Context: an optimization exercise on an open-source flow, tuned for small area. The choices shown serve that exercise and are no tape-out recipe.
In this exercise RTL edits were held to simulation tests only and were not proved equivalent to the original.
No activity file was given, so power comes from the tool's default toggle rates.

Setup of lane 2:
==> module cpu_top, before the edit <==
module cpu_top (DIN, Resetn, Clock, Run, Done, BusWires, debug_reg0, debug_reg1,
debug_reg2, debug_reg3, debug_reg4, debug_reg5, debug_reg6, debug_reg7);
	input wire [8:0] DIN;
	input wire Resetn, Clock, Run;
	output wire Done;
	output wire [8:0] BusWires;
	output wire [8:0] debug_reg0, debug_reg1;
	output wire [8:0] debug_reg2, debug_reg3, debug_reg4, debug_reg5, debug_reg6, debug_reg7;
	reg busy;             
	reg [3:0] t;          
	reg pa;               
	reg pb;               
	wire [8:0] ir;        
	reg cy;               
	reg [3:0] d;          
	wire ib = d[0];       
	wire io = d[1];       
	reg [8:1] T;          
	wire [2:0] op = ir[8:6];
	wire [2:0] X = ir[5:3];
	wire [2:0] Y = ir[2:0];
	wire last = t[3];
	wire fin = ~pa & ~pb;
	wire shiftc = op[2];
	wire aluc = ~op[2] & op[1];
	wire passP = shiftc & pa;
	wire passS = pb;
	wire [8:0] R0, R1, R2, R3, R4, R5, R6, R7;
	wire [7:0] selX;
	reg res;
	wire xb, yb;
	andor8 muxX (selX, {R7[0], R6[0], R5[0], R4[0], R3[0], R2[0], R1[0], R0[0]}, xb);
	mux8 muxY (Y, {R7[0], R6[0], R5[0], R4[0], R3[0], R2[0], R1[0], R0[0]}, yb);
	assign selX = 8'b1 << X;
	wire sh = busy;
	wire hold = ~busy & Resetn;    
	regn reg_0 (Clock, sh, hold, selX[0], res, R0);
	regn reg_1 (Clock, sh, hold, selX[1], res, R1);
	regn reg_2 (Clock, sh, hold, selX[2], res, R2);
	regn reg_3 (Clock, sh, hold, selX[3], res, R3);
	regn reg_4 (Clock, sh, hold, selX[4], res, R4);
	regn reg_5 (Clock, sh, hold, selX[5], res, R5);
	regn reg_6 (Clock, sh, hold, selX[6], res, R6);
	regn reg_7 (Clock, sh, hold, selX[7], res, R7);
	wire alures, co, dflag, ibn, ion;
	ALU alu (xb, yb, cy, pa, ib, io, op[0], last, alures, co, dflag, ibn, ion);
	wire tin0 = op[0] & xb;                 
	wire tap, dinb;
	mux9 muxT (d, {T[1], T[2], T[3], T[4], T[5], T[6], T[7], T[8], tin0}, tap);
	mux9 muxD (t, DIN, dinb);
	always @* begin
		if (!fin)
			res = (passS & ~last) ? tap : xb;
		else if (shiftc)
			res = xb;
		else if (op[1])
			res = alures;
		else if (op[0])
			res = dinb;
		else
			res = yb;
	end
	reg tin;
	always @* begin
		if (passP)
			tin = ~op[0] & cy;
		else if (passS)
			tin = tin0;
		else
			tin = res;
	end
	always @(posedge Clock, negedge Resetn)
		if (!Resetn)
			busy <= 1'b0;
		else
			busy <= busy ? ~(last & fin) : Run;
	assign Done = busy & last & fin;
	always @(posedge Clock) begin
		T <= {tin, T[8:2]};
		pa <= (busy & pa & ~last) | (~busy & (DIN[8] | DIN[7]));
		t <= (busy & ~last) ? t + 4'd1 : 4'd0;
		if (!busy) begin
			pb <= 1'b0;
			d <= 4'd0;
			cy <= 1'b1;
		end else begin
			if (last)
				pb <= passP;
			if (passP & ~last & (yb == op[0]))
				d <= d + 4'd1;
			if (passP)
				cy <= xb;
			else if (last)
				cy <= dflag & cy;
			else
				cy <= co;
			if (last & pa & ~shiftc) begin
				d[0] <= ibn;
				d[1] <= ion;
			end
		end
	end
	hreg Ireg (Clock, hold, sh, DIN, ir);
	assign BusWires = {tin, T[8:1]};
	assign debug_reg0 = R0;
	assign debug_reg1 = R1;
	assign debug_reg2 = R2;
	assign debug_reg3 = R3;
	assign debug_reg4 = R4;
	assign debug_reg5 = R5;
	assign debug_reg6 = R6;
	assign debug_reg7 = R7;
endmodule
Settings: LEC_CHECK=0, CAP_MARGIN=20, CORE_MARGIN=2, CORE_UTILIZATION=40, SLEW_MARGIN=20; clock period 12.0 ns.
standard.sh (not shown) runs the stock make flow with config.mk's settings and CLKGATE_MAP_FILE= SYNTH_SCRIPT=/design/flow/synth_recipe.tcl, a recipe that flattens the netlist after the stock synthesis.
==> flow/flow/run.sh <==
#!/bin/bash
# Layout flow: the standard.sh (the standard ORFS flow) with these changes.
#  - Ports are buffered with buf_1 instead of the default buffer.
#  - CTS builds its tree without sink clustering and without dummy loads.
# Each make run's full output goes to its own log in this folder; ORFS keeps
# each tool's log under orfs/logs.
set -euo pipefail
W=$PWD
rm -rf "$W/scripts_abc"
cp -r "$FLOW_HOME/scripts" "$W/scripts_abc"
cp "$W/flow/abc_map.script" "$W/scripts_abc/abc_speed.script"
bash standard.sh "SCRIPTS_DIR=$W/scripts_abc" synth > synth_make.log 2>&1
bash standard.sh \
  "BUFFER_PORTS_ARGS=-buffer_cell sky130_fd_sc_hd__buf_1" \
  "CTS_ARGS=-repair_clock_nets -dont_use_dummy_load" \
  finish > layout_make.log 2>&1
==> flow/flow/abc_map.script <==
&get -n
&st
&dch
&nf -R 1000 -p -E 100
&put
topo
dnsize -c
The following lists how lane 3 was set up differently from lane 2:
diff --git a/flow/design.v b/flow/design.v
--- a/flow/design.v
+++ b/flow/design.v
@@ -65,5 +65,4 @@
 	reg [3:0] t;          
 	reg pa;               
-	reg pb;               
 	wire [8:0] ir;        
 	reg cy;               
@@ -76,9 +75,8 @@
 	wire [2:0] Y = ir[2:0];
 	wire last = t[3];
-	wire fin = ~pa & ~pb;
 	wire shiftc = op[2];
-	wire aluc = ~op[2] & op[1];
+	wire passS = shiftc & ~pa & cy;   
+	wire fin = ~pa & ~passS;
 	wire passP = shiftc & pa;
-	wire passS = pb;
 	wire [8:0] R0, R1, R2, R3, R4, R5, R6, R7;
 	wire [7:0] selX;
@@ -88,6 +86,6 @@
 	mux8 muxY (Y, {R7[0], R6[0], R5[0], R4[0], R3[0], R2[0], R1[0], R0[0]}, yb);
 	assign selX = 8'b1 << X;
-	wire sh = busy;
-	wire hold = ~busy & Resetn;    
+	wire sh = busy & Resetn;
+	wire hold = ~busy & Resetn;
 	regn reg_0 (Clock, sh, hold, selX[0], res, R0);
 	regn reg_1 (Clock, sh, hold, selX[1], res, R1);
@@ -125,9 +123,6 @@
 			tin = res;
 	end
-	always @(posedge Clock, negedge Resetn)
-		if (!Resetn)
-			busy <= 1'b0;
-		else
-			busy <= busy ? ~(last & fin) : Run;
+	always @(posedge Clock)
+		busy <= Resetn & (busy ? ~(last & fin) : Run);
 	assign Done = busy & last & fin;
 	always @(posedge Clock) begin
@@ -136,14 +131,13 @@
 		t <= (busy & ~last) ? t + 4'd1 : 4'd0;
 		if (!busy) begin
-			pb <= 1'b0;
 			d <= 4'd0;
 			cy <= 1'b1;
 		end else begin
-			if (last)
-				pb <= passP;
 			if (passP & ~last & (yb == op[0]))
 				d <= d + 4'd1;
 			if (passP)
-				cy <= xb;
+				cy <= last | xb;
+			else if (shiftc)
+				cy <= cy & ~last;
 			else if (last)
 				cy <= dflag & cy;
Results
Against lane 2 as the reference, lane 3 delivers a higher fmax.
Taking lane 2 as the reference, in lane 3 share of cells above drive strength 1 has remained practically unchanged, die boundary height barely changed, first-pass detailed-route iteration total decreased 1.
On wire length: between lane 3 and lane 2, it ends up higher for lane 3.
Every stage of the flow completed for lane 3, and the final layout passed the timing, DRC and antenna checks.

* * *

cpu_top, a different RTL version from the one above (not shown whole).
For scale: roughly 340 cells after synthesis, ~100 flip-flops, about 3900 um^2 of cells after synthesis.
==> module hreg, before the edit <==
module hreg(Clock, ld, hold, d, Q);
	parameter n = 9;
	input wire Clock, ld, hold;
	input wire [n-1:0] d;
	output reg [n-1:0] Q;
	always @(posedge Clock)
		Q <= ({n{ld}} & d) | ({n{hold}} & Q);
endmodule
==> module cpu_top, before the edit <==
module cpu_top (DIN, Resetn, Clock, Run, Done, BusWires, debug_reg0, debug_reg1,
debug_reg2, debug_reg3, debug_reg4, debug_reg5, debug_reg6, debug_reg7);
	input wire [8:0] DIN;
	input wire Resetn, Clock, Run;
	output wire Done;
	output wire [8:0] BusWires;
	output wire [8:0] debug_reg0, debug_reg1;
	output wire [8:0] debug_reg2, debug_reg3, debug_reg4, debug_reg5, debug_reg6, debug_reg7;
	reg busy;             
	reg [3:0] t;          
	reg pa;               
	reg pb;               
	wire [8:0] ir;        
	reg cy;               
	reg [3:0] d;          
	wire ib = d[0];       
	wire io = d[1];       
	reg [8:1] T;          
	wire [2:0] op = ir[8:6];
	wire [2:0] X = ir[5:3];
	wire [2:0] Y = ir[2:0];
	wire last = t[3];
	wire fin = ~pa & ~pb;
	wire shiftc = op[2];
	wire aluc = ~op[2] & op[1];
	wire passP = shiftc & pa;
	wire passS = pb;
	wire [8:0] R0, R1, R2, R3, R4, R5, R6, R7;
	wire [7:0] selX;
	reg res;
	reg xb, yb;
	always @* begin
		case (X)
			3'd0: xb = R0[0];
			3'd1: xb = R1[0];
			3'd2: xb = R2[0];
			3'd3: xb = R3[0];
			3'd4: xb = R4[0];
			3'd5: xb = R5[0];
			3'd6: xb = R6[0];
			default: xb = R7[0];
		endcase
		case (Y)
			3'd0: yb = R0[0];
			3'd1: yb = R1[0];
			3'd2: yb = R2[0];
			3'd3: yb = R3[0];
			3'd4: yb = R4[0];
			3'd5: yb = R5[0];
			3'd6: yb = R6[0];
			default: yb = R7[0];
		endcase
	end
	assign selX = 8'b1 << X;
	wire sh = busy;
	wire hold = ~busy & Resetn;    
	regn reg_0 (Clock, sh, hold, selX[0], res, R0);
	regn reg_1 (Clock, sh, hold, selX[1], res, R1);
	regn reg_2 (Clock, sh, hold, selX[2], res, R2);
	regn reg_3 (Clock, sh, hold, selX[3], res, R3);
	regn reg_4 (Clock, sh, hold, selX[4], res, R4);
	regn reg_5 (Clock, sh, hold, selX[5], res, R5);
	regn reg_6 (Clock, sh, hold, selX[6], res, R6);
	regn reg_7 (Clock, sh, hold, selX[7], res, R7);
	wire yp = yb ^ (pa | ib);
	wire s = xb ^ yp ^ cy;
	wire co = (xb & yp) | (xb & cy) | (yp & cy);
	wire dflag = xb ^ yb ^ op[0];           
	wire bma = op[0] & xb & ~yb;            
	wire ns = dflag ? (io ^ (op[0] & xb)) : xb;
	wire tin0 = op[0] & xb;                 
	reg tap;
	always @* begin
		case (d)
			4'd0: tap = tin0;
			4'd1: tap = T[8];
			4'd2: tap = T[7];
			4'd3: tap = T[6];
			4'd4: tap = T[5];
			4'd5: tap = T[4];
			4'd6: tap = T[3];
			4'd7: tap = T[2];
			default: tap = T[1];
		endcase
	end
	wire dinb = last ? DIN[8] : DIN[t[2:0]];
	always @* begin
		if (!fin)
			res = (passS & ~last) ? tap : xb;
		else if (shiftc)
			res = xb;
		else if (op[1])
			res = last ? ns : (s ^ io);
		else if (op[0])
			res = dinb;
		else
			res = yb;
	end
	reg tin;
	always @* begin
		if (passP)
			tin = ~op[0] & cy;
		else if (passS)
			tin = tin0;
		else
			tin = res;
	end
	always @(posedge Clock, negedge Resetn)
		if (!Resetn)
			busy <= 1'b0;
		else
			busy <= busy ? ~(last & fin) : Run;
	assign Done = busy & last & fin;
	always @(posedge Clock) begin
		T <= {tin, T[8:2]};
		t <= (busy & ~last) ? t + 4'd1 : 4'd0;
		if (!busy) begin
			pa <= DIN[8] | DIN[7];
			pb <= 1'b0;
			d <= 4'd0;
			cy <= 1'b1;
		end else begin
			if (last) begin
				pa <= 1'b0;
				pb <= passP;
			end
			if (passP & ~last & (yb == op[0]))
				d <= d + 4'd1;
			if (passP)
				cy <= xb;
			else if (last)
				cy <= dflag & cy;
			else
				cy <= co;
			if (last & pa & ~shiftc) begin
				d[0] <= dflag | bma;
				d[1] <= (dflag & ~cy) | bma;
			end
		end
	end
	hreg Ireg (Clock, ~busy, busy, DIN, ir);
	assign BusWires = {tin, T[8:1]};
	assign debug_reg0 = R0;
	assign debug_reg1 = R1;
	assign debug_reg2 = R2;
	assign debug_reg3 = R3;
	assign debug_reg4 = R4;
	assign debug_reg5 = R5;
	assign debug_reg6 = R6;
	assign debug_reg7 = R7;
endmodule
Settings: LEC_CHECK=0, CAP_MARGIN=20, CORE_MARGIN=2, CORE_UTILIZATION=40, SLEW_MARGIN=20, SYNTH_HIERARCHICAL=1, SYNTH_MINIMUM_KEEP_SIZE=0; clock period 12.0 ns.
==> flow/flow/run.sh <==
#!/bin/bash
# Standard ORFS layout (the standard.sh, unchanged synthesis), with two
# layout choices: ports are buffered with buf_1 instead of the default
# buffer, and CTS inserts no dummy loads.
set -euo pipefail
bash standard.sh \
  "BUFFER_PORTS_ARGS=-buffer_cell sky130_fd_sc_hd__buf_1" \
  "CTS_ARGS=-sink_clustering_enable -repair_clock_nets -dont_use_dummy_load" \
  finish > standard_make.log 2>&1
==> next run, changes <==
--- a/flow/design.v
+++ b/flow/design.v
@@ -5,41 +5,31 @@
 	always @(posedge Clock)
 		Q <= ({9{sh}} & {top, Q[8:1]}) | ({9{hold}} & Q);
 endmodule
-module hreg(Clock, ld, hold, d, Q);
-	parameter n = 9;
-	input wire Clock, ld, hold;
-	input wire [n-1:0] d;
-	output reg [n-1:0] Q;
-	always @(posedge Clock)
-		Q <= ({n{ld}} & d) | ({n{hold}} & Q);
-endmodule
 module cpu_top (DIN, Resetn, Clock, Run, Done, BusWires, debug_reg0, debug_reg1,
 debug_reg2, debug_reg3, debug_reg4, debug_reg5, debug_reg6, debug_reg7);
 	input wire [8:0] DIN;
 	input wire Resetn, Clock, Run;
-	output wire Done;
+	output reg Done;
 	output wire [8:0] BusWires;
 	output wire [8:0] debug_reg0, debug_reg1;
 	output wire [8:0] debug_reg2, debug_reg3, debug_reg4, debug_reg5, debug_reg6, debug_reg7;
 	reg busy;             
 	reg [3:0] t;          
-	reg pa;               
-	reg pb;               
-	wire [8:0] ir;        
+	reg [1:0] q;          
+	reg [8:0] ir;         
 	reg cy;               
+	reg ib, io;           
 	reg [3:0] d;          
-	wire ib = d[0];       
-	wire io = d[1];       
-	reg [8:1] T;          
+	reg [8:0] T;          
 	wire [2:0] op = ir[8:6];
 	wire [2:0] X = ir[5:3];
 	wire [2:0] Y = ir[2:0];
 	wire last = t[3];
-	wire fin = ~pa & ~pb;
+	wire fin = ~q[1] & ~q[0];
 	wire shiftc = op[2];
 	wire aluc = ~op[2] & op[1];
-	wire passP = shiftc & pa;
-	wire passS = pb;
+	wire passP = shiftc & q[1];
+	wire passS = shiftc & ~q[1] & q[0];
 	wire [8:0] R0, R1, R2, R3, R4, R5, R6, R7;
 	wire [7:0] selX;
 	reg res;
@@ -77,7 +67,7 @@
 	regn reg_5 (Clock, sh, hold, selX[5], res, R5);
 	regn reg_6 (Clock, sh, hold, selX[6], res, R6);
 	regn reg_7 (Clock, sh, hold, selX[7], res, R7);
-	wire yp = yb ^ (pa | ib);
+	wire yp = yb ^ (q[0] | ib);
 	wire s = xb ^ yp ^ cy;
 	wire co = (xb & yp) | (xb & cy) | (yp & cy);
 	wire dflag = xb ^ yb ^ op[0];           
@@ -121,24 +111,24 @@
 			tin = res;
 	end
 	always @(posedge Clock, negedge Resetn)
-		if (!Resetn)
+		if (!Resetn) begin
 			busy <= 1'b0;
-		else
+			Done <= 1'b0;
+		end else begin
 			busy <= busy ? ~(last & fin) : Run;
-	assign Done = busy & last & fin;
+			Done <= busy & last & fin;
+		end
 	always @(posedge Clock) begin
-		T <= {tin, T[8:2]};
+		T <= {tin, T[8:1]};
 		t <= (busy & ~last) ? t + 4'd1 : 4'd0;
 		if (!busy) begin
-			pa <= DIN[8] | DIN[7];
-			pb <= 1'b0;
+			ir <= DIN;
+			q <= {DIN[8], ~DIN[8] & DIN[7]};
 			d <= 4'd0;
 			cy <= 1'b1;
 		end else begin
-			if (last) begin
-				pa <= 1'b0;
-				pb <= passP;
-			end
+			if (last)
+				q <= q - 2'd1;
 			if (passP & ~last & (yb == op[0]))
 				d <= d + 4'd1;
 			if (passP)
@@ -147,14 +137,13 @@
 				cy <= dflag & cy;
 			else
 				cy <= co;
-			if (last & pa & ~shiftc) begin
-				d[0] <= dflag | bma;
-				d[1] <= (dflag & ~cy) | bma;
+			if (last & q[0]) begin
+				ib <= dflag | bma;
+				io <= (dflag & ~cy) | bma;
 			end
 		end
 	end
-	hreg Ireg (Clock, ~busy, busy, DIN, ir);
-	assign BusWires = {tin, T[8:1]};
+	assign BusWires = T;
 	assign debug_reg0 = R0;
 	assign debug_reg1 = R1;
 	assign debug_reg2 = R2;
After rerunning:
- non-clock buffer count does not change
- via count hardly moves
- cell count is about the same
- total power went down by about 4.3%
- setup slack improved by 2.0 ns
- synthesized area rises by 3.5%
- core utilization is higher by 0.59 points
- worst hold slack gains 0.0075 ns
- clock power rises by about 4%
- combinational power is lower by 20%
- global-route usage falls by 1.2 points

[static timing again, ports no longer ideal]
In the flow no input, the clock included, has a driving cell. The finished layouts below were timed again as built, in two steps.
Step 1 assumes that a clkbuf_16 drives the clock port and a buf_2 every other input.
Step 2 adds t to the input delays and takes it off the output delays; t is the mean of the earliest and latest rising clock arrival at the registers after step 1. Input paths then give back, and output paths get back, about the clock's delay inside the block.
Three values: no drivers, after step 1, after step 2; two values: the first two.
run	shift t [ns]	slack for setup (ns)	worst register clock-pin slew, ns
lane 2	0.369	4.983 / 4.963 / 4.963	0.09 / 0.09
lane 3	0.382	5.044 / 5.024 / 5.024	0.11 / 0.11
the first run of note 2	0.370	5.400 / 5.358 / 5.358	0.10 / 0.10
the second run of note 2	0.386	7.429 / 7.429 / 7.429	0.09 / 0.09
After both steps setup and hold are still met in every run listed. The setup slack of the first run of note 2, which loses most, moves by -0.042 ns with the drivers and by -0.042 ns with both steps.
